Context: an optimization exercise on an open-source flow, tuned for small area and a short achievable clock period. The choices shown serve that exercise and are no tape-out recipe.
At most, simulation tests tie the RTL to the original design; equivalence was not proved.
No functional check of the RTL was part of run 1.
Power and IR drop assume default switching activity.

==> flow/design.v (outline; a module is shown in full before it is edited, if it fits) <==
// module MULTI_32bit: 4003 lines
// module MULTI_32bit_fa: 6 lines
// module MULTI_32bit_enc: 7 lines
// module MULTI_32bit_c42: 9 lines
// module MULTI_32bit_c42n: 8 lines
// module MULTI_32bit_pp: 5 lines
// module MULTI_32bit_ha: 6 lines
module MULTI_32bit(clk, rst, A, B, F);
  // ...
==> flow/flow/run.sh <==
#!/bin/bash
# The standard layout, but with port buffers of a plain buffer cell
# (buffer_ports otherwise picks a delay cell, clkdlybuf4s50_1).
set -euo pipefail
export BUFFER_PORTS_ARGS="-buffer_cell sky130_fd_sc_hd__buf_4"
bash standard.sh > make_finish.log 2>&1
==> flow/standard.sh <==
#!/bin/bash
# synth_recipe.tcl (not shown) runs the flow's synth.tcl, then flattens the netlist and writes it again
# the make line also repeats each setting of config.mk as NAME=value (left out here)
make -C /OpenROAD-flow-scripts/flow DESIGN_CONFIG=/design/flow/config.mk WORK_HOME=/design/flow/orfs CLKGATE_MAP_FILE= SYNTH_SCRIPT=/design/flow/synth_recipe.tcl "${@:-finish}"
==> flow/config.mk <==
export PLATFORM = sky130hd
export DESIGN_NAME = MULTI_32bit
export DESIGN_NICKNAME = MULTI_32bit
export VERILOG_FILES = /design/flow/design.v
export SDC_FILE = /design/flow/constraint.sdc
export NUM_CORES = 4
export LEC_CHECK = 0
export ABC_CLOCK_PERIOD_IN_PS = 2500
export CAP_MARGIN = 20
export CORE_MARGIN = 2
export CORE_UTILIZATION = 40
export CTS_BUF_LIST = sky130_fd_sc_hd__clkbuf_8
export SETUP_SLACK_MARGIN = 4.5
export SLEW_MARGIN = 20
export SYNTH_HIERARCHICAL = 1
export SYNTH_MINIMUM_KEEP_SIZE = 0
export TNS_END_PERCENT = 10
==> flow/constraint.sdc <==
create_clock -name core_clock -period 7.0 [get_ports {clk}]
set_input_delay 1.4000 -clock core_clock [delete_from_list [all_inputs] [get_ports {clk}]]
set_output_delay 1.4000 -clock core_clock [all_outputs]
set_load 0.01 [all_outputs]
==> run_results.csv, run 1 <==
group,metric,value,unit
status,status,"finished clean",
synth,synth_compound_area_share,16.0,%
timing,maxSlewHeadroom,58.1,%
detailed_routing,totalWireLength,66200,um
synth,netlist_area,22400,um^2
critical_path,critPathMaxStageDelay,0.54,ns
placement,place_inst,2640,
floorplan,initial_utilization,40.5,%
layout,largest_class,"multi-input gates",
critical_path,critPathLaunch,"B[17]",
synth,synth_mux_area_share,1.14,%
floorplan,taps,748,
layout,nNonClkInverters,93,
synth,synthXorXnorAreaFrac,11.5,%
layout,clk_share,5.70,%
layout,largest_reg_flops,32,
critical_path,rr_endpoint,"r2_p20$_DFF_P_",
layout,fin_util,48.2,%
global_routing,first_global_vias,16201,
global_routing,grtUsageMet1,30.6,%
layout,mostFrequentLayoutCell,"dfxtp_1",
detailed_routing,drc,0,
detailed_routing,wl_met1,28600,um
global_routing,overflow,0,
timing,layout_setup_ws,4.26,ns
layout,postLayoutCellArea,26600,um^2
timing,finalCriticalPeriod,2.74,ns
layout,seq_area_share,30.0,%
timing,finalClockSkew,0.0407,ns
global_routing,gr-usage-met2,36.6,%
critical_path,cp.arrival,3.24,ns
critical_path,crit_type,"input pin to flop",
clock_network,numCtsBuffers,70,
synth,synthTopCellsByCount,"dfxtp_1 (397), a22o_1 (297), xor2_1 (269)",
layout,num-fill-cells,4903,
global_routing,grt_usage,23.1,%
synth,async_flop_share,0,%
clock_network,clock-root-buffer,"clkbuf_8",
placement,place.gp.congestion,0.883,
timing,setup_viol_count_final,0,
layout,regArea,7990,um^2
floorplan,ios,98,
critical_path,r2r_cells,5,
synth,yosysUniqueCellTypes,60,
synth,syn-num-nets,2295,
==> run 2: changes to the inputs <==
--- a/flow/design.v
+++ b/flow/design.v
@@ -541,25 +541,16 @@
   reg r2_h40;
   reg r2_h41;
   reg r2_h42;
   reg r2_h43;
   reg r2_h44;
   reg r2_h45;
   reg r2_h46;
   reg r2_h47;
-  reg r2_g0;
-  reg r2_g1;
-  reg r2_g2;
-  reg r2_g3;
-  reg r2_g4;
-  reg r2_g5;
-  reg r2_g6;
-  reg r2_g7;
-  reg r2_g8;
   reg r2_g9;
   reg r2_g10;
   reg r2_g11;
   reg r2_g12;
   reg r2_g13;
   reg r2_g14;
   reg r2_g15;
   reg r2_g16;
@@ -589,136 +580,109 @@
   reg r2_g40;
   reg r2_g41;
   reg r2_g42;
   reg r2_g43;
   reg r2_g44;
   reg r2_g45;
   reg r2_g46;
   reg r2_g47;
-  reg r2_p1;
-  reg r2_p2;
-  reg r2_p3;
-  reg r2_p4;
-  reg r2_p5;
-  reg r2_p6;
-  reg r2_p7;
-  reg r2_p8;
-  reg r2_p9;
   reg r2_p10;
   reg r2_p11;
   reg r2_p12;
   reg r2_p13;
   reg r2_p14;
   reg r2_p15;
   reg r2_p16;
   reg r2_p17;
   reg r2_p18;
   reg r2_p19;
   reg r2_p20;
   reg r2_p21;
   reg r2_p22;
   always @(posedge clk) begin
     r2_s <= r1_s;
     r2_e <= r1_e;
-    r2_h23 <= h1283;
-    r2_h24 <= h1284;
-    r2_h25 <= h1285;
-    r2_h26 <= h1286;
-    r2_h27 <= h1287;
-    r2_h28 <= h1288;
-    r2_h29 <= h1289;
-    r2_h30 <= h1290;
-    r2_h31 <= h1291;
-    r2_h32 <= h1292;
-    r2_h33 <= h1293;
-    r2_h34 <= h1294;
-    r2_h35 <= h1295;
-    r2_h36 <= h1296;
-    r2_h37 <= h1297;
-    r2_h38 <= h1298;
-    r2_h39 <= h1299;
-    r2_h40 <= h1300;
-    r2_h41 <= h1301;
-    r2_h42 <= h1302;
-    r2_h43 <= h1303;
-    r2_h44 <= h1304;
-    r2_h45 <= h1305;
-    r2_h46 <= h1306;
-    r2_h47 <= h1307;
-    r2_g0 <= g1308;
-    r2_g1 <= g1309;
-    r2_g2 <= g1310;
-    r2_g3 <= g1311;
-    r2_g4 <= g1312;
-    r2_g5 <= g1313;
-    r2_g6 <= g1314;
-    r2_g7 <= g1315;
-    r2_g8 <= g1316;
-    r2_g9 <= g1317;
-    r2_g10 <= g1318;
-    r2_g11 <= g1319;
-    r2_g12 <= g1320;
-    r2_g13 <= g1321;
-    r2_g14 <= g1322;
-    r2_g15 <= g1323;
-    r2_g16 <= g1324;
-    r2_g17 <= g1325;
-    r2_g18 <= g1326;
-    r2_g19 <= g1327;
-    r2_g20 <= g1328;
-    r2_g21 <= g1329;
-    r2_g22 <= g1330;
-    r2_g23 <= g1331;
-    r2_g24 <= g1332;
-    r2_g25 <= g1333;
-    r2_g26 <= g1334;
-    r2_g27 <= g1335;
-    r2_g28 <= g1336;
-    r2_g29 <= g1337;
-    r2_g30 <= g1338;
-    r2_g31 <= g1339;
-    r2_g32 <= g1340;
-    r2_g33 <= g1341;
-    r2_g34 <= g1342;
-    r2_g35 <= g1343;
-    r2_g36 <= g1344;
-    r2_g37 <= g1345;
-    r2_g38 <= g1346;
-    r2_g39 <= g1347;
-    r2_g40 <= g1348;
-    r2_g41 <= g1349;
-    r2_g42 <= g1350;
-    r2_g43 <= g1351;
-    r2_g44 <= g1352;
-    r2_g45 <= g1353;
-    r2_g46 <= g1354;
+    r2_h23 <= h1306;
+    r2_h24 <= h1308;
+    r2_h25 <= h1310;
+    r2_h26 <= h1312;
+    r2_h27 <= h1314;
+    r2_h28 <= h1316;
+    r2_h29 <= h1318;
+    r2_h30 <= h1320;
+    r2_h31 <= h1322;
+    r2_h32 <= h1324;
+    r2_h33 <= h1326;
+    r2_h34 <= h1328;
+    r2_h35 <= h1330;
+    r2_h36 <= h1332;
+    r2_h37 <= h1334;
+    r2_h38 <= h1336;
+    r2_h39 <= h1338;
+    r2_h40 <= h1340;
+    r2_h41 <= h1342;
+    r2_h42 <= h1344;
+    r2_h43 <= h1346;
+    r2_h44 <= h1348;
+    r2_h45 <= h1350;
+    r2_h46 <= h1352;
+    r2_h47 <= h1354;
+    r2_g9 <= lowsum[10];
+    r2_g10 <= g1281;
+    r2_g11 <= g1283;
+    r2_g12 <= g1285;
+    r2_g13 <= g1287;
+    r2_g14 <= g1289;
+    r2_g15 <= g1291;
+    r2_g16 <= g1293;
+    r2_g17 <= g1295;
+    r2_g18 <= g1297;
+    r2_g19 <= g1299;
+    r2_g20 <= g1301;
+    r2_g21 <= g1303;
+    r2_g22 <= g1305;
+    r2_g23 <= g1307;
+    r2_g24 <= g1309;
+    r2_g25 <= g1311;
+    r2_g26 <= g1313;
+    r2_g27 <= g1315;
+    r2_g28 <= g1317;
+    r2_g29 <= g1319;
+    r2_g30 <= g1321;
+    r2_g31 <= g1323;
+    r2_g32 <= g1325;
+    r2_g33 <= g1327;
+    r2_g34 <= g1329;
+    r2_g35 <= g1331;
+    r2_g36 <= g1333;
+    r2_g37 <= g1335;
+    r2_g38 <= g1337;
+    r2_g39 <= g1339;
+    r2_g40 <= g1341;
+    r2_g41 <= g1343;
+    r2_g42 <= g1345;
+    r2_g43 <= g1347;
+    r2_g44 <= g1349;
+    r2_g45 <= g1351;
+    r2_g46 <= g1353;
     r2_g47 <= g1355;
-    r2_p1 <= h1261;
-    r2_p2 <= h1262;
-    r2_p3 <= h1263;
-    r2_p4 <= h1264;
-    r2_p5 <= h1265;
-    r2_p6 <= h1266;
-    r2_p7 <= h1267;
-    r2_p8 <= h1268;
-    r2_p9 <= h1269;
-    r2_p10 <= h1270;
-    r2_p11 <= h1271;
-    r2_p12 <= h1272;
-    r2_p13 <= h1273;
-    r2_p14 <= h1274;
-    r2_p15 <= h1275;
-    r2_p16 <= h1276;
-    r2_p17 <= h1277;
-    r2_p18 <= h1278;
-    r2_p19 <= h1279;
-    r2_p20 <= h1280;
-    r2_p21 <= h1281;
-    r2_p22 <= h1282;
+    r2_p10 <= h1280;
+    r2_p11 <= h1282;
+    r2_p12 <= h1284;
+    r2_p13 <= h1286;
+    r2_p14 <= h1288;
+    r2_p15 <= h1290;
+    r2_p16 <= h1292;
+    r2_p17 <= h1294;
+    r2_p18 <= h1296;
+    r2_p19 <= h1298;
+    r2_p20 <= h1300;
+    r2_p21 <= h1302;
+    r2_p22 <= h1304;
   end
   wire one1;
   wire two2;
   wire neg3;
   wire xt4;
   wire pp5;
   wire xt6;
   wire pp7;
@@ -1970,111 +1934,112 @@
   wire c1253;
   wire s1254;
   wire c1255;
   wire s1256;
   wire c1257;
   wire s1258;
   wire c1259;
   wire h1260;
-  wire h1261;
+  wire g1261;
   wire h1262;
-  wire h1263;
+  wire g1263;
   wire h1264;
-  wire h1265;
+  wire g1265;
   wire h1266;
-  wire h1267;
+  wire g1267;
   wire h1268;
-  wire h1269;
+  wire g1269;
   wire h1270;
-  wire h1271;
+  wire g1271;
   wire h1272;
-  wire h1273;
+  wire g1273;
   wire h1274;
-  wire h1275;
+  wire g1275;
   wire h1276;
-  wire h1277;
+  wire g1277;
   wire h1278;
-  wire h1279;
+  wire g1279;
   wire h1280;
-  wire h1281;
+  wire g1281;
   wire h1282;
-  wire h1283;
+  wire g1283;
   wire h1284;
-  wire h1285;
+  wire g1285;
   wire h1286;
-  wire h1287;
+  wire g1287;
   wire h1288;
-  wire h1289;
+  wire g1289;
   wire h1290;
-  wire h1291;
+  wire g1291;
   wire h1292;
-  wire h1293;
+  wire g1293;
   wire h1294;
-  wire h1295;
+  wire g1295;
   wire h1296;
-  wire h1297;
+  wire g1297;
   wire h1298;
-  wire h1299;
+  wire g1299;
   wire h1300;
-  wire h1301;
+  wire g1301;
   wire h1302;
-  wire h1303;
+  wire g1303;
   wire h1304;
-  wire h1305;
+  wire g1305;
   wire h1306;
-  wire h1307;
-  wire g1308;
+  wire g1307;
+  wire h1308;
   wire g1309;
-  wire g1310;
+  wire h1310;
   wire g1311;
-  wire g1312;
+  wire h1312;
   wire g1313;
-  wire g1314;
+  wire h1314;
   wire g1315;
-  wire g1316;
+  wire h1316;
   wire g1317;
-  wire g1318;
+  wire h1318;
   wire g1319;
-  wire g1320;
+  wire h1320;
   wire g1321;
-  wire g1322;
+  wire h1322;
   wire g1323;
-  wire g1324;
+  wire h1324;
   wire g1325;
-  wire g1326;
+  wire h1326;
   wire g1327;
-  wire g1328;
+  wire h1328;
   wire g1329;
-  wire g1330;
+  wire h1330;
   wire g1331;
-  wire g1332;
+  wire h1332;
   wire g1333;
-  wire g1334;
+  wire h1334;
   wire g1335;
-  wire g1336;
+  wire h1336;
   wire g1337;
-  wire g1338;
+  wire h1338;
   wire g1339;
-  wire g1340;
+  wire h1340;
   wire g1341;
-  wire g1342;
+  wire h1342;
   wire g1343;
-  wire g1344;
+  wire h1344;
   wire g1345;
-  wire g1346;
+  wire h1346;
   wire g1347;
-  wire g1348;
+  wire h1348;
   wire g1349;
-  wire g1350;
+  wire h1350;
   wire g1351;
-  wire g1352;
+  wire h1352;
   wire g1353;
-  wire g1354;
+  wire h1354;
   wire g1355;
+  wire [10:0] lowsum;
   wire G1356;
   wire G1357;
   wire P1358;
   wire G1359;
   wire P1360;
   wire G1361;
   wire P1362;
   wire G1363;
@@ -2885,131 +2850,40 @@
   assign s866 = ~(A[18] ^ pp539);
   assign c867 = A[18] | pp539;
   assign s870 = ~(A[20] ^ pp593);
   assign c871 = A[20] | pp593;
   assign s874 = ~(A[22] ^ pp666);
   assign c875 = A[22] | pp666;
   assign s1258 = ~(r1_c47_0 ^ r1_c47_2);
   assign c1259 = r1_c47_0 | r1_c47_2;
-  assign h1260 = r1_c0_0 ^ r1_c0_1;
-  assign h1261 = r1_c1_0 ^ 1'b0;
-  assign h1262 = r1_c2_0 ^ 1'b0;
-  assign h1263 = s1170 ^ r1_c3_2;
-  assign h1264 = c1171 ^ s1172;
-  assign h1265 = c1173 ^ s1174;
-  assign h1266 = c1175 ^ s1176;
-  assign h1267 = c1177 ^ s1178;
-  assign h1268 = c1179 ^ s1180;
-  assign h1269 = c1181 ^ s1182;
-  assign h1270 = c1183 ^ s1184;
-  assign h1271 = c1185 ^ s1186;
-  assign h1272 = c1187 ^ s1188;
-  assign h1273 = c1189 ^ s1190;
-  assign h1274 = c1191 ^ s1192;
-  assign h1275 = c1193 ^ s1194;
-  assign h1276 = c1195 ^ s1196;
-  assign h1277 = c1197 ^ s1198;
-  assign h1278 = c1199 ^ s1200;
-  assign h1279 = c1201 ^ s1202;
-  assign h1280 = c1203 ^ s1204;
-  assign h1281 = c1205 ^ s1206;
-  assign h1282 = c1207 ^ s1208;
-  assign h1283 = c1209 ^ s1210;
-  assign h1284 = c1211 ^ s1212;
-  assign h1285 = c1213 ^ s1214;
-  assign h1286 = c1215 ^ s1216;
-  assign h1287 = c1217 ^ s1218;
-  assign h1288 = c1219 ^ s1220;
-  assign h1289 = c1221 ^ s1222;
-  assign h1290 = c1223 ^ s1224;
-  assign h1291 = c1225 ^ s1226;
-  assign h1292 = c1227 ^ s1228;
-  assign h1293 = c1229 ^ s1230;
-  assign h1294 = c1231 ^ s1232;
-  assign h1295 = c1233 ^ s1234;
-  assign h1296 = c1235 ^ s1236;
-  assign h1297 = c1237 ^ s1238;
-  assign h1298 = c1239 ^ s1240;
-  assign h1299 = c1241 ^ s1242;
-  assign h1300 = c1243 ^ s1244;
-  assign h1301 = c1245 ^ s1246;
-  assign h1302 = c1247 ^ s1248;
-  assign h1303 = c1249 ^ s1250;
-  assign h1304 = c1251 ^ s1252;
-  assign h1305 = c1253 ^ s1254;
-  assign h1306 = c1255 ^ s1256;
-  assign h1307 = c1257 ^ s1258;
-  assign g1308 = r1_c0_0 & r1_c0_1;
-  assign g1309 = r1_c1_0 & 1'b0;
-  assign g1310 = r1_c2_0 & 1'b0;
-  assign g1311 = s1170 & r1_c3_2;
-  assign g1312 = c1171 & s1172;
-  assign g1313 = c1173 & s1174;
-  assign g1314 = c1175 & s1176;
-  assign g1315 = c1177 & s1178;
-  assign g1316 = c1179 & s1180;
-  assign g1317 = c1181 & s1182;
-  assign g1318 = c1183 & s1184;
-  assign g1319 = c1185 & s1186;
-  assign g1320 = c1187 & s1188;
-  assign g1321 = c1189 & s1190;
-  assign g1322 = c1191 & s1192;
-  assign g1323 = c1193 & s1194;
-  assign g1324 = c1195 & s1196;
-  assign g1325 = c1197 & s1198;
-  assign g1326 = c1199 & s1200;
-  assign g1327 = c1201 & s1202;
-  assign g1328 = c1203 & s1204;
-  assign g1329 = c1205 & s1206;
-  assign g1330 = c1207 & s1208;
-  assign g1331 = c1209 & s1210;
-  assign g1332 = c1211 & s1212;
-  assign g1333 = c1213 & s1214;
-  assign g1334 = c1215 & s1216;
-  assign g1335 = c1217 & s1218;
-  assign g1336 = c1219 & s1220;
-  assign g1337 = c1221 & s1222;
-  assign g1338 = c1223 & s1224;
-  assign g1339 = c1225 & s1226;
-  assign g1340 = c1227 & s1228;
-  assign g1341 = c1229 & s1230;
-  assign g1342 = c1231 & s1232;
-  assign g1343 = c1233 & s1234;
-  assign g1344 = c1235 & s1236;
-  assign g1345 = c1237 & s1238;
-  assign g1346 = c1239 & s1240;
-  assign g1347 = c1241 & s1242;
-  assign g1348 = c1243 & s1244;
-  assign g1349 = c1245 & s1246;
-  assign g1350 = c1247 & s1248;
-  assign g1351 = c1249 & s1250;
-  assign g1352 = c1251 & s1252;
-  assign g1353 = c1253 & s1254;
-  assign g1354 = c1255 & s1256;
-  assign g1355 = c1257 & s1258;
-  assign G1356 = r2_g1 | (r2_p1 & r2_g0);
-  assign G1357 = r2_g2 | (r2_p2 & r2_g1);
-  assign P1358 = r2_p2 & r2_p1;
-  assign G1359 = r2_g3 | (r2_p3 & r2_g2);
-  assign P1360 = r2_p3 & r2_p2;
-  assign G1361 = r2_g4 | (r2_p4 & r2_g3);
-  assign P1362 = r2_p4 & r2_p3;
-  assign G1363 = r2_g5 | (r2_p5 & r2_g4);
-  assign P1364 = r2_p5 & r2_p4;
-  assign G1365 = r2_g6 | (r2_p6 & r2_g5);
-  assign P1366 = r2_p6 & r2_p5;
-  assign G1367 = r2_g7 | (r2_p7 & r2_g6);
-  assign P1368 = r2_p7 & r2_p6;
-  assign G1369 = r2_g8 | (r2_p8 & r2_g7);
-  assign P1370 = r2_p8 & r2_p7;
-  assign G1371 = r2_g9 | (r2_p9 & r2_g8);
-  assign P1372 = r2_p9 & r2_p8;
+  assign h1262 = r1_c1_0 ^ 1'b0;
+  assign g1263 = r1_c1_0 & 1'b0;
+  assign h1264 = r1_c2_0 ^ 1'b0;
+  assign g1265 = r1_c2_0 & 1'b0;
+  assign lowsum = {1'b0, c1181, c1179, c1177, c1175, c1173, c1171, s1170, r1_c2_0, r1_c1_0, r1_c0_0} + {1'b0, s1182, s1180, s1178, s1176, s1174, s1172, r1_c3_2, 1'b0, 1'b0, r1_c0_1};
+  assign G1356 = 1'b0 | (1'b0 & 1'b0);
+  assign G1357 = 1'b0 | (1'b0 & 1'b0);
+  assign P1358 = 1'b0 & 1'b0;
+  assign G1359 = 1'b0 | (1'b0 & 1'b0);
+  assign P1360 = 1'b0 & 1'b0;
+  assign G1361 = 1'b0 | (1'b0 & 1'b0);
+  assign P1362 = 1'b0 & 1'b0;
+  assign G1363 = 1'b0 | (1'b0 & 1'b0);
+  assign P1364 = 1'b0 & 1'b0;
+  assign G1365 = 1'b0 | (1'b0 & 1'b0);
+  assign P1366 = 1'b0 & 1'b0;
+  assign G1367 = 1'b0 | (1'b0 & 1'b0);
+  assign P1368 = 1'b0 & 1'b0;
+  assign G1369 = 1'b0 | (1'b0 & 1'b0);
+  assign P1370 = 1'b0 & 1'b0;
+  assign G1371 = r2_g9 | (1'b0 & 1'b0);
+  assign P1372 = 1'b0 & 1'b0;
   assign G1373 = r2_g10 | (r2_p10 & r2_g9);
-  assign P1374 = r2_p10 & r2_p9;
+  assign P1374 = r2_p10 & 1'b0;
   assign G1375 = r2_g11 | (r2_p11 & r2_g10);
   assign P1376 = r2_p11 & r2_p10;
   assign G1377 = r2_g12 | (r2_p12 & r2_g11);
   assign P1378 = r2_p12 & r2_p11;
   assign G1379 = r2_g13 | (r2_p13 & r2_g12);
   assign P1380 = r2_p13 & r2_p12;
   assign G1381 = r2_g14 | (r2_p14 & r2_g13);
   assign P1382 = r2_p14 & r2_p13;
@@ -3074,17 +2948,17 @@
   assign G1441 = r2_g44 | (r2_h44 & r2_g43);
   assign P1442 = r2_h44 & r2_h43;
   assign G1443 = r2_g45 | (r2_h45 & r2_g44);
   assign P1444 = r2_h45 & r2_h44;
   assign G1445 = r2_g46 | (r2_h46 & r2_g45);
   assign P1446 = r2_h46 & r2_h45;
   assign G1447 = r2_g47 | (r2_h47 & r2_g46);
   assign P1448 = r2_h47 & r2_h46;
-  assign G1449 = G1357 | (P1358 & r2_g0);
+  assign G1449 = G1357 | (P1358 & 1'b0);
   assign G1450 = G1359 | (P1360 & G1356);
   assign G1451 = G1361 | (P1362 & G1357);
   assign P1452 = P1362 & P1358;
   assign G1453 = G1363 | (P1364 & G1359);
   assign P1454 = P1364 & P1360;
   assign G1455 = G1365 | (P1366 & G1361);
   assign P1456 = P1366 & P1362;
   assign G1457 = G1367 | (P1368 & G1363);
@@ -3164,17 +3038,17 @@
   assign G1531 = G1441 | (P1442 & G1437);
   assign P1532 = P1442 & P1438;
   assign G1533 = G1443 | (P1444 & G1439);
   assign P1534 = P1444 & P1440;
   assign G1535 = G1445 | (P1446 & G1441);
   assign P1536 = P1446 & P1442;
   assign G1537 = G1447 | (P1448 & G1443);
   assign P1538 = P1448 & P1444;
-  assign G1539 = G1451 | (P1452 & r2_g0);
+  assign G1539 = G1451 | (P1452 & 1'b0);
   assign G1540 = G1453 | (P1454 & G1356);
   assign G1541 = G1455 | (P1456 & G1449);
   assign G1542 = G1457 | (P1458 & G1450);
   assign G1543 = G1459 | (P1460 & G1451);
   assign P1544 = P1460 & P1452;
   assign G1545 = G1461 | (P1462 & G1453);
   assign P1546 = P1462 & P1454;
   assign G1547 = G1463 | (P1464 & G1455);
@@ -3248,17 +3122,17 @@
   assign G1615 = G1531 | (P1532 & G1523);
   assign P1616 = P1532 & P1524;
   assign G1617 = G1533 | (P1534 & G1525);
   assign P1618 = P1534 & P1526;
   assign G1619 = G1535 | (P1536 & G1527);
   assign P1620 = P1536 & P1528;
   assign G1621 = G1537 | (P1538 & G1529);
   assign P1622 = P1538 & P1530;
-  assign G1623 = G1543 | (P1544 & r2_g0);
+  assign G1623 = G1543 | (P1544 & 1'b0);
   assign G1624 = G1545 | (P1546 & G1356);
   assign G1625 = G1547 | (P1548 & G1449);
   assign G1626 = G1549 | (P1550 & G1450);
   assign G1627 = G1551 | (P1552 & G1539);
   assign G1628 = G1553 | (P1554 & G1540);
   assign G1629 = G1555 | (P1556 & G1541);
   assign G1630 = G1557 | (P1558 & G1542);
   assign G1631 = G1559 | (P1560 & G1543);
@@ -3320,17 +3194,17 @@
   assign G1687 = G1615 | (P1616 & G1599);
   assign P1688 = P1616 & P1600;
   assign G1689 = G1617 | (P1618 & G1601);
   assign P1690 = P1618 & P1602;
   assign G1691 = G1619 | (P1620 & G1603);
   assign P1692 = P1620 & P1604;
   assign G1693 = G1621 | (P1622 & G1605);
   assign P1694 = P1622 & P1606;
-  assign G1695 = G1631 | (P1632 & r2_g0);
+  assign G1695 = G1631 | (P1632 & 1'b0);
   assign G1696 = G1633 | (P1634 & G1356);
   assign G1697 = G1635 | (P1636 & G1449);
   assign G1698 = G1637 | (P1638 & G1450);
   assign G1699 = G1639 | (P1640 & G1539);
   assign G1700 = G1641 | (P1642 & G1540);
   assign G1701 = G1643 | (P1644 & G1541);
   assign G1702 = G1645 | (P1646 & G1542);
   assign G1703 = G1647 | (P1648 & G1623);
@@ -3368,17 +3242,17 @@
   assign G1735 = G1687 | (P1688 & G1655);
   assign P1736 = P1688 & P1656;
   assign G1737 = G1689 | (P1690 & G1657);
   assign P1738 = P1690 & P1658;
   assign G1739 = G1691 | (P1692 & G1659);
   assign P1740 = P1692 & P1660;
   assign G1741 = G1693 | (P1694 & G1661);
   assign P1742 = P1694 & P1662;
-  assign G1743 = G1711 | (P1712 & r2_g0);
+  assign G1743 = G1711 | (P1712 & 1'b0);
   assign G1744 = G1713 | (P1714 & G1356);
   assign G1745 = G1715 | (P1716 & G1449);
   assign G1746 = G1717 | (P1718 & G1450);
   assign G1747 = G1719 | (P1720 & G1539);
   assign G1748 = G1721 | (P1722 & G1540);
   assign G1749 = G1723 | (P1724 & G1541);
   assign G1750 = G1725 | (P1726 & G1542);
   assign G1751 = G1727 | (P1728 & G1623);
@@ -3991,16 +3865,108 @@
   MULTI_32bit_fa u_s1242 (.a(s1084), .b(s1158), .c(c1157), .s(s1242), .co(c1243));
   MULTI_32bit_fa u_s1244 (.a(c1085), .b(s1160), .c(c1159), .s(s1244), .co(c1245));
   MULTI_32bit_fa u_s1246 (.a(s1088), .b(s1162), .c(c1161), .s(s1246), .co(c1247));
   MULTI_32bit_fa u_s1248 (.a(c1089), .b(c1163), .c(s1164), .s(s1248), .co(c1249));
   MULTI_32bit_fa u_s1250 (.a(c1091), .b(s1166), .c(c1165), .s(s1250), .co(c1251));
   MULTI_32bit_fa u_s1252 (.a(r1_c44_2), .b(s1168), .c(c1167), .s(s1252), .co(c1253));
   MULTI_32bit_fa u_s1254 (.a(r1_c45_0), .b(r1_c45_1), .c(c1169), .s(s1254), .co(c1255));
   MULTI_32bit_ha u_s1256 (.a(r1_c46_0), .b(r1_c46_1), .s(s1256), .co(c1257));
+  MULTI_32bit_xor u_h1260 (.a(r1_c0_0), .b(r1_c0_1), .y(h1260));
+  MULTI_32bit_and u_g1261 (.a(r1_c0_0), .b(r1_c0_1), .y(g1261));
+  MULTI_32bit_xor u_h1266 (.a(s1170), .b(r1_c3_2), .y(h1266));
+  MULTI_32bit_and u_g1267 (.a(s1170), .b(r1_c3_2), .y(g1267));
+  MULTI_32bit_xor u_h1268 (.a(c1171), .b(s1172), .y(h1268));
+  MULTI_32bit_and u_g1269 (.a(c1171), .b(s1172), .y(g1269));
+  MULTI_32bit_xor u_h1270 (.a(c1173), .b(s1174), .y(h1270));
+  MULTI_32bit_and u_g1271 (.a(c1173), .b(s1174), .y(g1271));
+  MULTI_32bit_xor u_h1272 (.a(c1175), .b(s1176), .y(h1272));
+  MULTI_32bit_and u_g1273 (.a(c1175), .b(s1176), .y(g1273));
+  MULTI_32bit_xor u_h1274 (.a(c1177), .b(s1178), .y(h1274));
+  MULTI_32bit_and u_g1275 (.a(c1177), .b(s1178), .y(g1275));
+  MULTI_32bit_xor u_h1276 (.a(c1179), .b(s1180), .y(h1276));
+  MULTI_32bit_and u_g1277 (.a(c1179), .b(s1180), .y(g1277));
+  MULTI_32bit_xor u_h1278 (.a(c1181), .b(s1182), .y(h1278));
+  MULTI_32bit_and u_g1279 (.a(c1181), .b(s1182), .y(g1279));
+  MULTI_32bit_xor u_h1280 (.a(c1183), .b(s1184), .y(h1280));
+  MULTI_32bit_and u_g1281 (.a(c1183), .b(s1184), .y(g1281));
+  MULTI_32bit_xor u_h1282 (.a(c1185), .b(s1186), .y(h1282));
+  MULTI_32bit_and u_g1283 (.a(c1185), .b(s1186), .y(g1283));
+  MULTI_32bit_xor u_h1284 (.a(c1187), .b(s1188), .y(h1284));
+  MULTI_32bit_and u_g1285 (.a(c1187), .b(s1188), .y(g1285));
+  MULTI_32bit_xor u_h1286 (.a(c1189), .b(s1190), .y(h1286));
+  MULTI_32bit_and u_g1287 (.a(c1189), .b(s1190), .y(g1287));
+  MULTI_32bit_xor u_h1288 (.a(c1191), .b(s1192), .y(h1288));
+  MULTI_32bit_and u_g1289 (.a(c1191), .b(s1192), .y(g1289));
+  MULTI_32bit_xor u_h1290 (.a(c1193), .b(s1194), .y(h1290));
+  MULTI_32bit_and u_g1291 (.a(c1193), .b(s1194), .y(g1291));
+  MULTI_32bit_xor u_h1292 (.a(c1195), .b(s1196), .y(h1292));
+  MULTI_32bit_and u_g1293 (.a(c1195), .b(s1196), .y(g1293));
+  MULTI_32bit_xor u_h1294 (.a(c1197), .b(s1198), .y(h1294));
+  MULTI_32bit_and u_g1295 (.a(c1197), .b(s1198), .y(g1295));
+  MULTI_32bit_xor u_h1296 (.a(c1199), .b(s1200), .y(h1296));
+  MULTI_32bit_and u_g1297 (.a(c1199), .b(s1200), .y(g1297));
+  MULTI_32bit_xor u_h1298 (.a(c1201), .b(s1202), .y(h1298));
+  MULTI_32bit_and u_g1299 (.a(c1201), .b(s1202), .y(g1299));
+  MULTI_32bit_xor u_h1300 (.a(c1203), .b(s1204), .y(h1300));
+  MULTI_32bit_and u_g1301 (.a(c1203), .b(s1204), .y(g1301));
+  MULTI_32bit_xor u_h1302 (.a(c1205), .b(s1206), .y(h1302));
+  MULTI_32bit_and u_g1303 (.a(c1205), .b(s1206), .y(g1303));
+  MULTI_32bit_xor u_h1304 (.a(c1207), .b(s1208), .y(h1304));
+  MULTI_32bit_and u_g1305 (.a(c1207), .b(s1208), .y(g1305));
+  MULTI_32bit_xor u_h1306 (.a(c1209), .b(s1210), .y(h1306));
+  MULTI_32bit_and u_g1307 (.a(c1209), .b(s1210), .y(g1307));
+  MULTI_32bit_xor u_h1308 (.a(c1211), .b(s1212), .y(h1308));
+  MULTI_32bit_and u_g1309 (.a(c1211), .b(s1212), .y(g1309));
+  MULTI_32bit_xor u_h1310 (.a(c1213), .b(s1214), .y(h1310));
+  MULTI_32bit_and u_g1311 (.a(c1213), .b(s1214), .y(g1311));
+  MULTI_32bit_xor u_h1312 (.a(c1215), .b(s1216), .y(h1312));
+  MULTI_32bit_and u_g1313 (.a(c1215), .b(s1216), .y(g1313));
+  MULTI_32bit_xor u_h1314 (.a(c1217), .b(s1218), .y(h1314));
+  MULTI_32bit_and u_g1315 (.a(c1217), .b(s1218), .y(g1315));
+  MULTI_32bit_xor u_h1316 (.a(c1219), .b(s1220), .y(h1316));
+  MULTI_32bit_and u_g1317 (.a(c1219), .b(s1220), .y(g1317));
+  MULTI_32bit_xor u_h1318 (.a(c1221), .b(s1222), .y(h1318));
+  MULTI_32bit_and u_g1319 (.a(c1221), .b(s1222), .y(g1319));
+  MULTI_32bit_xor u_h1320 (.a(c1223), .b(s1224), .y(h1320));
+  MULTI_32bit_and u_g1321 (.a(c1223), .b(s1224), .y(g1321));
+  MULTI_32bit_xor u_h1322 (.a(c1225), .b(s1226), .y(h1322));
+  MULTI_32bit_and u_g1323 (.a(c1225), .b(s1226), .y(g1323));
+  MULTI_32bit_xor u_h1324 (.a(c1227), .b(s1228), .y(h1324));
+  MULTI_32bit_and u_g1325 (.a(c1227), .b(s1228), .y(g1325));
+  MULTI_32bit_xor u_h1326 (.a(c1229), .b(s1230), .y(h1326));
+  MULTI_32bit_and u_g1327 (.a(c1229), .b(s1230), .y(g1327));
+  MULTI_32bit_xor u_h1328 (.a(c1231), .b(s1232), .y(h1328));
+  MULTI_32bit_and u_g1329 (.a(c1231), .b(s1232), .y(g1329));
+  MULTI_32bit_xor u_h1330 (.a(c1233), .b(s1234), .y(h1330));
+  MULTI_32bit_and u_g1331 (.a(c1233), .b(s1234), .y(g1331));
+  MULTI_32bit_xor u_h1332 (.a(c1235), .b(s1236), .y(h1332));
+  MULTI_32bit_and u_g1333 (.a(c1235), .b(s1236), .y(g1333));
+  MULTI_32bit_xor u_h1334 (.a(c1237), .b(s1238), .y(h1334));
+  MULTI_32bit_and u_g1335 (.a(c1237), .b(s1238), .y(g1335));
+  MULTI_32bit_xor u_h1336 (.a(c1239), .b(s1240), .y(h1336));
+  MULTI_32bit_and u_g1337 (.a(c1239), .b(s1240), .y(g1337));
+  MULTI_32bit_xor u_h1338 (.a(c1241), .b(s1242), .y(h1338));
+  MULTI_32bit_and u_g1339 (.a(c1241), .b(s1242), .y(g1339));
+  MULTI_32bit_xor u_h1340 (.a(c1243), .b(s1244), .y(h1340));
+  MULTI_32bit_and u_g1341 (.a(c1243), .b(s1244), .y(g1341));
+  MULTI_32bit_xor u_h1342 (.a(c1245), .b(s1246), .y(h1342));
+  MULTI_32bit_and u_g1343 (.a(c1245), .b(s1246), .y(g1343));
+  MULTI_32bit_xor u_h1344 (.a(c1247), .b(s1248), .y(h1344));
+  MULTI_32bit_and u_g1345 (.a(c1247), .b(s1248), .y(g1345));
+  MULTI_32bit_xor u_h1346 (.a(c1249), .b(s1250), .y(h1346));
+  MULTI_32bit_and u_g1347 (.a(c1249), .b(s1250), .y(g1347));
+  MULTI_32bit_xor u_h1348 (.a(c1251), .b(s1252), .y(h1348));
+  MULTI_32bit_and u_g1349 (.a(c1251), .b(s1252), .y(g1349));
+  MULTI_32bit_xor u_h1350 (.a(c1253), .b(s1254), .y(h1350));
+  MULTI_32bit_and u_g1351 (.a(c1253), .b(s1254), .y(g1351));
+  MULTI_32bit_xor u_h1352 (.a(c1255), .b(s1256), .y(h1352));
+  MULTI_32bit_and u_g1353 (.a(c1255), .b(s1256), .y(g1353));
+  MULTI_32bit_xor u_h1354 (.a(c1257), .b(s1258), .y(h1354));
+  MULTI_32bit_and u_g1355 (.a(c1257), .b(s1258), .y(g1355));
   wire [47:0] p = {q1783, q1782, q1781, q1780, q1779, q1778, q1777, q1776, q1775, q1774, q1773, q1772, q1771, q1770, q1769, q1768, q1767, q1766, q1765, q1764, q1763, q1762, q1761, q1760, q1759, 1'b0, 1'b0, 1'b0, 1'b0, 1'b0, 1'b0, 1'b0, 1'b0, 1'b0, 1'b0, 1'b0, 1'b0, 1'b0, 1'b0, 1'b0, 1'b0, 1'b0, 1'b0, 1'b0, 1'b0, 1'b0, 1'b0, 1'b0};
   wire [7:0] e1 = r2_e + 8'd1;
   always @(posedge clk)
     F <= p[47] ? {r2_s, e1, p[46:24]} : {r2_s, r2_e, p[45:23]};
 endmodule
 module MULTI_32bit_fa(a, b, c, s, co);
   input a, b, c;
   output s, co;
@@ -4009,16 +3975,22 @@
 endmodule
 module MULTI_32bit_enc(y2, y1, y0, one, two, neg);
   input y2, y1, y0;
   output one, two, neg;
   assign one = y1 ^ y0;
   assign two = (y2 & ~y1 & ~y0) | (~y2 & y1 & y0);
   assign neg = y2 & ~(y1 & y0);
 endmodule
+module MULTI_32bit_enc2(y2, y1, y0, two, neg);
+  input y2, y1, y0;
+  output two, neg;
+  assign two = (y2 & ~y1 & ~y0) | (~y2 & y1 & y0);
+  assign neg = y2 & ~(y1 & y0);
+endmodule
 module MULTI_32bit_c42(x1, x2, x3, x4, cin, s, carry, cout);
   input x1, x2, x3, x4, cin;
   output s, carry, cout;
   wire t = x1 ^ x2;
   wire v = t ^ x3 ^ x4;
   assign cout = t ? x3 : x1;
   assign s = v ^ cin;
   assign carry = v ? cin : x4;
@@ -4031,14 +4003,24 @@
   assign cout = t ? x3 : x1;
   assign carry = ~s & x4;
 endmodule
 module MULTI_32bit_pp(one, two, t0, t1, pp);
   input one, two, t0, t1;
   output pp;
   assign pp = (one & t0) | (two & t1);
 endmodule
+module MULTI_32bit_xor(a, b, y);
+  input a, b;
+  output y;
+  assign y = a ^ b;
+endmodule
+module MULTI_32bit_and(a, b, y);
+  input a, b;
+  output y;
+  assign y = a & b;
+endmodule
 module MULTI_32bit_ha(a, b, s, co);
   input a, b;
   output s, co;
   assign s = a ^ b;
   assign co = a & b;
 endmodule
==> flow/config.mk (replaced) <==
export PLATFORM = sky130hd
export DESIGN_NAME = MULTI_32bit
export DESIGN_NICKNAME = MULTI_32bit
export VERILOG_FILES = /design/flow/design.v
export SDC_FILE = /design/flow/constraint.sdc
export NUM_CORES = 4
export LEC_CHECK = 0
export ABC_CLOCK_PERIOD_IN_PS = 2500
export CAP_MARGIN = 20
export CORE_MARGIN = 2
export CORE_UTILIZATION = 50
export CTS_BUF_LIST = sky130_fd_sc_hd__clkbuf_16
export CTS_CLUSTER_DIAMETER = 80
export CTS_CLUSTER_SIZE = 30
export SETUP_SLACK_MARGIN = 4.4
export SLEW_MARGIN = 20
export SYNTH_HIERARCHICAL = 1
export SYNTH_MINIMUM_KEEP_SIZE = 0
==> run 2 against run 1 <==
  * Area after synthesis decreased by 3.1%
  * Global-route usage increased by 3.9 points
  * Worst setup slack improved by 0.034 ns
  * Routed wire length decreased by 10%
  * Die area decreased by 22%
==> run_results.csv, run 2 <==
group,metric,value,unit
synth,synthTopCellsByCount,"dfxtp_1 (381), xor2_1 (303), a22o_1 (297)",
timing,finalSetupTns,0,ns
pwr,p_int,7.01,mW
synth,netlist_area,21700,um^2
pwr,p_comb_share,59.2,%
timing,final_hold_viol_count,0,
detailed_routing,totalWireLength,59500,um
critical_path,worst_path_dominant_cell_family,"simple AND/OR/NAND/NOR gates",
pwr,p_clk_share,11.9,%
critical_path,start_kind,"flop",
clock_network,ctsHoldBuffers,0,
detailed_routing,ant_nets,0,
critical_path,cpMostUsedCell,"and3_4",
min_path,hold_path_class,"flop to flop",
placement,place_inst,2427,
pwr,p_leak,10.7,nW
timing,finalCriticalPeriod,2.71,ns
synth,async_flop_share,0,%
layout,final_cell_mix,"dfxtp_1 (346), xor2_1 (300), a22o_1 (297)",
synth,synth_top_flop_cell,"dfxtp_1",
timing,rsz0062_at_grt,"true",
critical_path,path_cells,"o21ai_4, o21ai_2, o2111ai_4, and3_4, or4b_4, and3_4, a311o_2, clkbuf_16, mux2_2",
synth,syn-instance-count,1811,
global_routing,grt_usage,26.9,%
placement,dp_slack,3.35,ns
detailed_routing,vias_per_cell,5.73,
synth,seq_area_frac_synth,35.2,%
detailed_routing,route.vias.total,14414,
pwr,power.switching,4.92,mW
layout,finalNonFillerCells,2517,
layout,drive_above_1_share,21.6,%
timing,setup_viol_count_final,0,
clock_network,numCtsBuffers,21,
layout,mostFrequentLayoutCell,"dfxtp_1",
timing,clock.fmax,370,MHz
synth,post-synth-top-area-cell,"dfxtp_1",
clock_network,clk_path_buf_depth,3,
timing,finalClockSkew,0.0289,ns
placement,portBuffers,96,
synth,ys_seq_elements,381,
layout,largest_reg_flops,32,
layout,num-fill-cells,3533,
critical_path,cp.required,7.45,ns
detailed_routing,wire_per_inst,23.7,um
pwr,power_frac_seq,28.9,%
placement,dp_hpwl,41500,um
clock_network,clk_latency,0.57,ns
pwr,powerDensity,473,nW/um^2
clock_network,clk_pin_slew_worst_paths,0.11,ns
global_routing,grt_pass1_wl,90200,um
detailed_routing,dr.pass1.iters,5,
synth,yosys_warnings,7,
floorplan,core,42900,um^2
timing,tightestPinTransition,0.540,ns
flow_run,maxCapViolCount,0,
timing,maxSlewHeadroom,63.6,%
global_routing,overflow,0,
pwr,swShare,41.3,%
status,status,"finished clean",
timing,period_share,38.7,%
timing,slew_violations,0,
floorplan,ios,98,
synth,syn_avg_cell_area,12.0,um^2
layout,multiInputGateArea,14400,um^2
clock_network,htree_levels,1,
global_routing,grt_max_degree,34,
synth,yosys.cell_count.top_type,"dfxtp_1",
layout,biggestRegsByFlops,"F (32), r1_e (8), r2_e (8)",
detailed_routing,drc,0,
synth,synth_edf_count,0,
critical_path,crit_type,"flop to flop",
layout,regArea,7680,um^2
layout,top_register,"F",
detailed_routing,drt-initial-drc-count,1109,
synth,yosys.area.top_type_share,35.2,%
critical_path,cpMaxStageDelayCell,"or4b_4",
global_routing,first_global_vias,14763,
critical_path,crit_path_end_kind,"flop",
timing,layout_setup_ws,4.29,ns
pwr,ir_worst_vdd,0.366,mV
global_routing,antenna_found_initial,1,
layout,area_delta_synth_final,16.4,%
synth,syn-num-nets,2206,
clock_network,cts_tree,"done",
floorplan,die-height,212,um
synth,synth.area.top_cells,"dfxtp_1 (35%), fa_1 (24%), xor2_1 (12%)",
critical_path,path_buf_inv,1,
clock_network,clock-root-buffer,"clkbuf_16",
critical_path,worst-path-max-fanout,7,
floorplan,dieArea,45000,um^2
critical_path,critPathMaxStageDelay,0.55,ns
floorplan,initial_utilization,50.5,%
floorplan,rows,76,
layout,fin_nets,2312,
synth,yosysUniqueCellTypes,54,
critical_path,cp.arrival,3.16,ns
clock_network,cts.sinks,381,
floorplan,die_w,212,um
placement,place.gp.congestion,0.857,
==> run 2: changes by cell type after synthesis, sizes merged, moves of 13 or more <==
cell / previous run / this run
nand2: 30 / 46
dfxtp: 397 / 381
nor2: 37 / 24
ha: 111 / 74
xor2: 269 / 303
and2: 5 / 39
==> run 2: worst reg2reg max path, stage by stage, from the launching register on <==
cell and delay, ns:
dfxtp_4 0.38, o21ai_4 0.07, o21ai_2 0.19, o2111ai_4 0.18, and3_4 0.21, or4b_4 0.55, and3_4 0.17, a311o_2 0.39
clkbuf_16 0.20, mux2_2 0.26
==> run 2: final cells by class <==
type / count / area share, %
inverter: 89 / 1.33
tap: 585 / 2.90
sequential: 381 / 30.5
antenna: 2 / 0.0199
multi-input combinational: 1285 / 57.2
clock buffer: 21 / 2.08
clock inverter: 15 / 0.700
timing repair buffer: 139 / 5.30
==> run 2: kinds of logic (layout without fill, tap and decap cells) <==
| kind of cell | count (synthesis) | count (layout) | share of synthesized area, % |
|---|---|---|---|
| AND/OR/NAND/NOR | 178 | 179 | 4.37 |
| XOR/XNOR | 330 | 330 | 13.3 |
| flip-flops | 381 | 381 | 35.2 |
| buffers and inverters | 156 | 264 | 2.82 |
| adder cells (fa/ha/maj) | 329 | 329 | 27.8 |
| AO/OA/AOI/OAI | 420 | 430 | 15.5 |
| multiplexers | 17 | 17 | 0.901 |
| other | 0 | 2 | 0 |
==> run 2: power by group through the flow <==
stage                     Clock, mW  Sequential [mW]  Combinational, mW
final                          1.41             3.45               7.06
after global routing           1.53             3.52               7.78
after CTS                      1.45             3.43               6.85
after detailed placement          0             3.47               6.52
after global placement            0             3.46               6.38
after floorplan                   0             3.37               4.55
==> run 2: timing repair <==
| action | 4_1_cts | 5_1_grt |
|---|---|---|
| pin swaps | 42 | 35 |
| cloned | 11 | 2 |
| hold endpoints to repair | 0 | 0 |
| setup buffers | 32 | 7 |
| resized for setup | 99 | 63 |
| endpoints found under the setup margin | 238 | 111 |
==> run 2: worst paths after layout <==
path | start | endpoint | slack, ns | cells after the start
max | r2_g11$_DFF_P_ | F[11]$_DFF_P_ | 4.29 | 9
min reg2reg | r1_e[2]$_DFF_P_ | r2_e[2]$_DFF_P_ | 0.34 | 0
max reg2reg | r2_g11$_DFF_P_ | F[11]$_DFF_P_ | 4.29 | 9
min | r1_e[2]$_DFF_P_ | r2_e[2]$_DFF_P_ | 0.34 | 0
==> run 2: per-module statistics from Yosys, one instance, submodules excluded <==
| module | cell area [um^2] | times used | flip-flops and latches | cells inside |
|---|---|---|---|---|
| MULTI_32bit_and | 6.26 | 37 | 0 | 1 |
| MULTI_32bit_xor | 8.76 | 38 | 0 | 1 |
| MULTI_32bit | 13000 | 1 | 381 | 1154 |
| MULTI_32bit_ha | 12.5 | 31 | 0 | 1 |
| MULTI_32bit_fa | 20.0 | 254 | 0 | 1 |
| MULTI_32bit_pp | 8.76 | 297 | 0 | 1 |
==> run 2: per-stage QoR <==
stage	hold slack (ns)	util [%]	total power [mW]	cell area (um^2)
6_report	0.336	58.8	11.9	25200
2_1_floorplan	0.310	-	7.91	22800
3_3_place_gp	0.310	54.5	9.84	23400
5_1_grt	0.344	58.8	12.8	25200
4_1_cts	0.339	58.1	11.7	24900
3_5_place_dp	0.312	54.5	9.99	23400
==> run 2: layer usage <==
layer	up-vias	global-route usage (%)	wire length [um]
li1	6465	-	-
met1	7342	39.1	27000
met2	522	42.2	26500
met3	85	4.02	4300
met4	0	7.33	1710
met5	-	0	0
==> run 3: changes to the inputs <==
--- a/flow/config.mk
+++ b/flow/config.mk
@@ -5,6 +5,7 @@
 export SDC_FILE = /design/flow/constraint.sdc
 export NUM_CORES = 4
 export LEC_CHECK = 0
+export ABC_AREA = 1
 export ABC_CLOCK_PERIOD_IN_PS = 2500
 export CAP_MARGIN = 20
 export CORE_MARGIN = 2
@@ -12,7 +13,7 @@
 export CTS_BUF_LIST = sky130_fd_sc_hd__clkbuf_16
 export CTS_CLUSTER_DIAMETER = 80
 export CTS_CLUSTER_SIZE = 30
-export SETUP_SLACK_MARGIN = 4.4
+export SETUP_SLACK_MARGIN = 4.3
 export SLEW_MARGIN = 20
 export SYNTH_HIERARCHICAL = 1
 export SYNTH_MINIMUM_KEEP_SIZE = 0
==> run 3 against run 2 <==
  * Count of clock-buffer cells in the layout is 6 higher
  * Via count up 28%
  * Still clean
  * Highest routed layer unchanged
  * Area after synthesis increased by 10%
  * Synthesized cell count rose by 66%
  * Largest cell class unchanged
  * Largest power group unchanged
  * Final area rose by 5.4%
  * Fmax rose by 0.99%
  * Clock skew rose by 0.0025 ns
==> run_results.csv, run 3 <==
group,metric,value,unit
layout,mostFrequentLayoutCell,"nand2_1",
synth,yosys.cell_count.top_type,"nand2_1",
detailed_routing,wire_per_inst,17.6,um
layout,drive_above_1_share,7.16,%
synth,synthTopCellsByCount,"nand2_1 (1410), dfxtp_1 (381), inv_1 (313)",
synth,synth.area.top_cells,"dfxtp_1 (32%), nand2_1 (22%), fa_1 (21%)",
timing,tightestPinTransition,0.674,ns
synth,seq_area_frac_synth,31.9,%
layout,antenna_cells,0,
floorplan,ios,98,
synth,synth_edf_count,0,
pwr,finalPower,12.7,mW
critical_path,cpMaxStageDelayCell,"fa_2",
global_routing,grt_usage,26.7,%
timing,finalClockSkew,0.0314,ns
critical_path,crit_type,"flop to flop",
timing,slew_violations,0,
clock_network,cts.sinks,381,
floorplan,dieArea,49600,um^2
clock_network,clk_latency,0.59,ns
timing,maxSlewHeadroom,54.9,%
global_routing,antenna_found_initial,0,
critical_path,start_kind,"flop",
timing,rsz0062_at_grt,"true",
global_routing,grt_max_degree,32,
clock_network,cts_setup_buffers,0,
detailed_routing,drt-initial-drc-count,1428,
layout,largest_reg_flops,32,
floorplan,die-height,223,um
timing,clock.fmax,373,MHz
floorplan,initial_utilization,50.4,%
clock_network,htree_levels,1,
status,status,"finished clean",
critical_path,critPathMaxStageDelay,0.65,ns
critical_path,path_cells,"fa_1, fa_2, fa_1, fa_2, inv_1, nand2_1, nand2_1",
synth,yosys.area.top_type_share,31.9,%
layout,biggestRegsByFlops,"F (32), r1_e (8), r2_e (8)",
synth,async_flop_share,0,%
synth,netlist_area,23900,um^2
placement,place_area,25300,um^2
floorplan,rows,80,
timing,final_hold_viol_count,0,
global_routing,grt_pass1_wl,102000,um
synth,syn-instance-count,3006,
synth,yosysUniqueCellTypes,30,
synth,syn-num-nets,3401,
synth,syn_avg_cell_area,7.96,um^2
pwr,p_leak,14.0,nW
timing,setup_viol_count_final,0,
layout,postLayoutCellArea,26600,um^2
pwr,powerDensity,476,nW/um^2
detailed_routing,dr.pass1.iters,5,
critical_path,worst_path_dominant_cell_family,"adder cells",
timing,finalCriticalPeriod,2.68,ns
synth,yosys_warnings,7,
critical_path,worst-path-max-fanout,3,
clock_network,cts_tree,"done",
placement,place.gp.congestion,0.906,
detailed_routing,totalWireLength,65200,um
detailed_routing,drc,0,
synth,synth_top_flop_cell,"dfxtp_1",
detailed_routing,vias_per_cell,4.99,
detailed_routing,route.vias.total,18495,
clock_network,clk_path_buf_depth,3,
pwr,ir_worst_vdd,0.387,mV
synth,ys_seq_elements,381,
flow_run,maxCapViolCount,0,
clock_network,clock-root-buffer,"clkbuf_16",
clock_network,clk_pin_slew_worst_paths,0.11,ns
critical_path,crit_path_end_kind,"flop",
detailed_routing,ant_nets,0,
timing,period_share,38.3,%
placement,portBuffers,96,
global_routing,first_global_vias,18390,
min_path,hold_path_class,"flop to flop",
floorplan,die_w,223,um
clock_network,numCtsBuffers,26,
critical_path,cp.arrival,3.17,ns
floorplan,core,47500,um^2
critical_path,path_buf_inv,1,
timing,finalSetupTns,0,ns
synth,post-synth-top-area-cell,"dfxtp_1",
placement,dp_hpwl,49200,um
global_routing,overflow,0,
layout,area_delta_synth_final,11.0,%
layout,top_register,"F",
critical_path,cp.required,7.49,ns
layout,final_cell_mix,"nand2_1 (1399), dfxtp_1 (376), inv_1 (303)",
layout,fin_nets,3464,
==> run 3: cell count changes after synthesis, sizes merged, moves of 12 or more <==
cell | before | now
a22o | 297 | 0
a21o | 13 | 1
xnor2 | 27 | 5
buf | 36 | 51
o21ai | 33 | 15
nor2 | 24 | 106
and2 | 39 | 0
xor2 | 303 | 271
nand2b | 20 | 0
clkbuf | 31 | 11
nand2 | 46 | 1416
inv | 89 | 313
nand3 | 19 | 55
==> run 3: logic make-up after synthesis <==
| kind of cell | share of synthesized area (%) |
|---|---|
| and+or+nand+nor | 25.4 |
| xor gates and xnor gates | 10.1 |
| buffers and inverters | 6.10 |
| DFF | 31.9 |
| AOI/OAI and AO/OA | 1.36 |
| adders and majority gates | 25.2 |
==> run 3: layout make-up <==
type	instances	area (um^2)
Clock buffer	27	676
Clock inverter	20	357
Fill cell	4398	21000
Inverter	313	1170
Multi-Input combinational cell	2251	15200
Sequential cell	381	7630
Tap cell	615	769
Timing Repair Buffer	96	766
==> run 3: modules after synthesis (local to each module, per instance) <==
module,cells inside,flops+latches,cell area (um^2),copies in the design
MULTI_32bit_xor,5,0,18.8,38
MULTI_32bit_fa,1,0,20.0,254
MULTI_32bit_and,2,0,7.51,37
MULTI_32bit,1566,381,14100,1
MULTI_32bit_ha,1,0,12.5,31
MULTI_32bit_pp,3,0,11.3,297
==> run 3: power breakdown <==
part           internal [mW]  total [mW]  switching [mW]  leakage, nW
logic                   3.01        7.47            4.46         10.3
clock network          0.835        1.80           0.964        0.492
registers               2.95        3.39           0.440         3.20
==> run 3: stage by stage <==
stage	hold slack (ns)	utilization, %	cells	setup WS (ns)
after floorplan	0.310	-	3006	4.09
after global placement	0.310	53.3	3655	3.57
after detailed placement	0.313	53.3	3655	3.55
after CTS	0.341	55.6	3703	4.30
after global routing	0.345	55.9	3703	4.28
final	0.337	55.9	3703	4.32
==> run 3: worst paths after layout <==
path	startpoint	cells after the start	slack (ns)	endpoint
worst min-delay path	r2_s$_DFF_P_	0	0.34	F[31]$_DFF_P_
worst max register to register	r1_c26_6$_DFF_P_	7	4.32	r2_h27$_DFF_P_
worst min register to register	r2_s$_DFF_P_	0	0.34	F[31]$_DFF_P_
worst max-delay path	r1_c26_6$_DFF_P_	7	4.32	r2_h27$_DFF_P_
==> run 3: what timing repair did <==
item	in CTS	in global routing
cloned	1	0
pin swaps	1	10
hold buffers	0	0
resized for setup	12	34
setup endpoints to repair	43	82
==> run 3: routing by layer <==
| metal | up-vias | track usage, % | part of all wire [%] |
|---|---|---|---|
| met4 | 0 | 9.22 | 4.0 |
| li1 | 9053 | - | - |
| met3 | 135 | 4.36 | 6.5 |
| met5 | - | 0 | 0 |
| met1 | 8703 | 35.3 | 43 |
| met2 | 604 | 44.5 | 46 |
==> run 4: changes to the inputs <==
--- a/flow/config.mk
+++ b/flow/config.mk
@@ -5,7 +5,6 @@
 export SDC_FILE = /design/flow/constraint.sdc
 export NUM_CORES = 4
 export LEC_CHECK = 0
-export ABC_AREA = 1
 export ABC_CLOCK_PERIOD_IN_PS = 2500
 export CAP_MARGIN = 20
 export CORE_MARGIN = 2
@@ -13,6 +12,7 @@
 export CTS_BUF_LIST = sky130_fd_sc_hd__clkbuf_16
 export CTS_CLUSTER_DIAMETER = 80
 export CTS_CLUSTER_SIZE = 30
+export GPL_TIMING_DRIVEN = 0
 export SETUP_SLACK_MARGIN = 4.3
 export SLEW_MARGIN = 20
 export SYNTH_HIERARCHICAL = 1
==> run 4 against run 3 <==
  * Critical path depth down 1
  * Highest routed layer unchanged
  * Critical path type is now input pin to flop
  * Sequential share of layout area up 1.7 points
  * Clock power down 14%
  * Combinational power down 5.2%
  * Still clean on timing, DRC and antenna
==> run_results.csv, run 4 <==
group,metric,value,unit
clock_network,cts_tree,"done",
critical_path,path_cells,"buf_4, clkbuf_16, nand2b_1, o21ai_2, a22o_1, fa_1",
timing,maxSlewHeadroom,55.7,%
synth,synth_top_flop_cell,"dfxtp_1",
critical_path,worst_path_dominant_cell_family,"compound AO/OA/AOI/OAI gates",
pwr,p_int,7.04,mW
clock_network,clk_pin_slew_worst_paths,0.10,ns
critical_path,critPathMaxStageDelay,0.54,ns
global_routing,grt_usage,27.0,%
synth,synth_compound_area_share,15.5,%
layout,largest_reg_flops,32,
timing,finalCriticalPeriod,2.74,ns
clock_network,ctsHoldBuffers,0,
pwr,power.switching,4.97,mW
detailed_routing,vias_per_cell,5.69,
pwr,p_leak,11.0,nW
detailed_routing,ant_nets,0,
synth,yosys_warnings,7,
pwr,p_clk_share,12.9,%
floorplan,core,42900,um^2
global_routing,grt_pass1_wl,90300,um
placement,place_inst,2492,
layout,final_cell_mix,"dfxtp_1 (360), xor2_1 (303), a22o_1 (295)",
timing,tightestPinTransition,0.665,ns
clock_network,clk_latency,0.59,ns
synth,synth-simple-area-share,4.37,%
timing,period_share,39.1,%
clock_network,cts.sinks,381,
detailed_routing,wire_per_inst,23.4,um
detailed_routing,drc,0,
synth,synth.area.top_cells,"dfxtp_1 (35%), fa_1 (24%), xor2_1 (12%)",
placement,dp_hpwl,45000,um
timing,setup_viol_count_final,0,
floorplan,dieArea,45000,um^2
synth,ys_seq_elements,381,
layout,finalNonFillerCells,2559,
critical_path,cpMaxStageDelayCell,"o21ai_2",
synth,yosys.area.top_type_share,35.2,%
layout,antenna_cells,0,
synth,syn-instance-count,1811,
status,status,"finished clean",
global_routing,overflow,0,
detailed_routing,drt-initial-drc-count,991,
critical_path,start_kind,"input pin",
synth,synth_top_family_by_area,"adder cells",
clock_network,htree_levels,1,
global_routing,grt_max_degree,31,
synth,synthAdderAreaFrac,27.8,%
clock_network,clk_path_buf_depth,3,
global_routing,first_global_vias,14934,
layout,multiInputGateArea,14000,um^2
pwr,ir_worst_vdd,0.332,mV
floorplan,die-height,212,um
placement,portBuffers,96,
detailed_routing,totalWireLength,59900,um
timing,rsz0062_at_grt,"true",
critical_path,crit_type,"input pin to flop",
synth,synthTopCellsByCount,"dfxtp_1 (381), xor2_1 (303), a22o_1 (297)",
critical_path,crit_path_end_kind,"flop",
pwr,powerDensity,477,nW/um^2
synth,syn_avg_cell_area,12.0,um^2
synth,netlist_area,21700,um^2
critical_path,cp.required,7.47,ns
layout,mostFrequentLayoutCell,"dfxtp_1",
synth,seq_area_frac_synth,35.2,%
layout,biggestRegsByFlops,"F (32), r1_e (8), r2_e (8)",
pwr,power_frac_seq,28.2,%
layout,area_delta_synth_final,16.2,%
synth,synthXorXnorAreaFrac,13.3,%
layout,drive_above_1_share,16.9,%
timing,finalClockSkew,0.0178,ns
synth,post-synth-top-area-cell,"dfxtp_1",
detailed_routing,dr.pass1.iters,5,
placement,place.gp.congestion,0.907,
layout,fin_nets,2353,
layout,regArea,7660,um^2
timing,finalSetupTns,0,ns
pwr,p_comb_share,58.9,%
critical_path,path_buf_inv,2,
critical_path,cp.arrival,3.21,ns
clock_network,clock-root-buffer,"clkbuf_16",
timing,final_hold_viol_count,0,
floorplan,die_w,212,um
detailed_routing,route.vias.total,14572,
layout,top_register,"F",
synth,syn-num-nets,2206,
synth,yosysUniqueCellTypes,54,
synth,async_flop_share,0,%
floorplan,rows,76,
timing,clock.fmax,365,MHz
clock_network,numCtsBuffers,23,
synth,synth_mux_area_share,0.901,%
pwr,finalPower,12.0,mW
layout,num-fill-cells,3655,
synth,yosys.cell_count.top_type,"dfxtp_1",
floorplan,ios,98,
min_path,hold_path_class,"flop to flop",
pwr,swShare,41.4,%
critical_path,worst-path-max-fanout,10,
floorplan,initial_utilization,50.5,%
layout,fin_util,58.7,%
global_routing,antenna_found_initial,1,
timing,slew_violations,0,
synth,synth_edf_count,0,
flow_run,maxCapViolCount,0,
-- run 4: cell count changes after synthesis, moves of 14 or more --
cell / delta
and2_1: +39
a22o_1: +297
nand2_1: -1365
clkbuf_1: +20
nor2_1: -80
o21ai_0: +16
xnor2_1: +22
inv_1: -224
xor2_1: +32
nand2b_1: +20
nand3_1: -35
buf_2: -14
-- run 4: stage by stage --
step	setup slack (ns)	hold slack, ns	instance area [um^2]
4_1_cts	4.23	0.334	24900
2_1_floorplan	4.12	0.310	22300
3_5_place_dp	3.46	0.312	23700
5_1_grt	4.24	0.339	25200
3_3_place_gp	3.48	0.311	23700
6_report	4.26	0.334	25200
-- run 4: modules after synthesis (local to each module, per instance) --
| module | copies in the design | flops+latches |
|---|---|---|
| MULTI_32bit_ha | 31 | 0 |
| MULTI_32bit_fa | 254 | 0 |
| MULTI_32bit_xor | 38 | 0 |
| MULTI_32bit_and | 37 | 0 |
| MULTI_32bit | 1 | 381 |
| MULTI_32bit_pp | 297 | 0 |
-- run 4: what timing repair did --
action / in CTS / in global routing
pin swaps: 17 / 16
gates resized for setup: 35 / 63
buffers inserted: 7 / 5
cloned: 10 / 4
endpoints found under the setup margin: 111 / 112
-- run 4: cells by family after synthesis --
family,Yosys count
DFF,381
xor gates and xnor gates,330
muxes,17
adders and majority gates,329
buffers and inverters,156
AOI/OAI and AO/OA,420
and+or+nand+nor,178
-- run 4: final cells by class --
cell class	count	area share (%)
repair buffers	108	3.39
plain buffers	67	2.91
flip-flops and latches	381	30.4
inverters	89	1.34
clock inverters	18	0.994
multi-input cells	1288	55.8
clock buffers	23	2.29
well taps	585	2.91
-- run 4: power by group through the flow --
| stage | clock (mW) | sequential [mW] | combinational, mW |
|---|---|---|---|
| after global placement | 0 | 3.41 | 6.59 |
| final | 1.55 | 3.39 | 7.08 |
| after global routing | 1.66 | 3.47 | 7.84 |
| after floorplan | 0 | 3.37 | 4.51 |
| after CTS | 1.59 | 3.38 | 6.86 |
| after detailed placement | 0 | 3.42 | 6.70 |
-- run 4: routing by layer --
| metal | track usage, % | wire length (um) | vias up |
|---|---|---|---|
| met5 | 0 | 0 | - |
| met1 | 38.1 | 26800 | 7348 |
| met3 | 4.36 | 4330 | 93 |
| met2 | 43.4 | 27000 | 552 |
| li1 | - | - | 6579 |
| met4 | 7.33 | 1780 | 0 |
-- run 4: final timing paths --
check	start	slack (ns)	end	cells past startpoint
worst min register to register	r1_e[0]$_DFF_P_	0.33	r2_e[0]$_DFF_P_	0
worst max-delay path	B[13]	4.26	r1_c28_6$_DFF_P_	6
worst min-delay path	r1_e[0]$_DFF_P_	0.33	r2_e[0]$_DFF_P_	0
worst max register to register	r2_g9$_DFF_P_	4.29	F[12]$_DFF_P_	10

==> re-timing with driven ports <==
No port has a modelled driver above. Below, the same layouts with a new extraction and two added sets of constraints.
Step 1, drivers: a clkbuf_16 drives clk and a buf_2 each remaining input, both assumed.
Step 2 also shifts input and output timing later by t, the mid clock arrival at the registers, as if the neighbouring blocks saw the same clock.
Slacks: ideal / step 1 / step 2; pairs: ideal / step 1.
run	t (ns)	setup slack, ns	hold WS [ns]	clock arrival spread, ns	worst slew at a driven data input, ns
run 1	0.703	4.260 / 4.274 / 3.571	0.311 / 0.311 / 0.311	0.041 / 0.041	0.09
run 2	0.613	4.294 / 4.294 / 3.759	0.336 / 0.336 / 0.336	0.034 / 0.034	0.11
run 3	0.644	4.321 / 4.321 / 3.762	0.337 / 0.337 / 0.337	0.042 / 0.042	0.05
run 4	0.635	4.264 / 4.293 / 3.663	0.334 / 0.334 / 0.334	0.022 / 0.022	0.04
After both steps setup and hold are still met in every run listed. For run 1, which loses most, drivers alone change the setup slack by +0.014 ns; drivers and shift together by -0.689 ns.
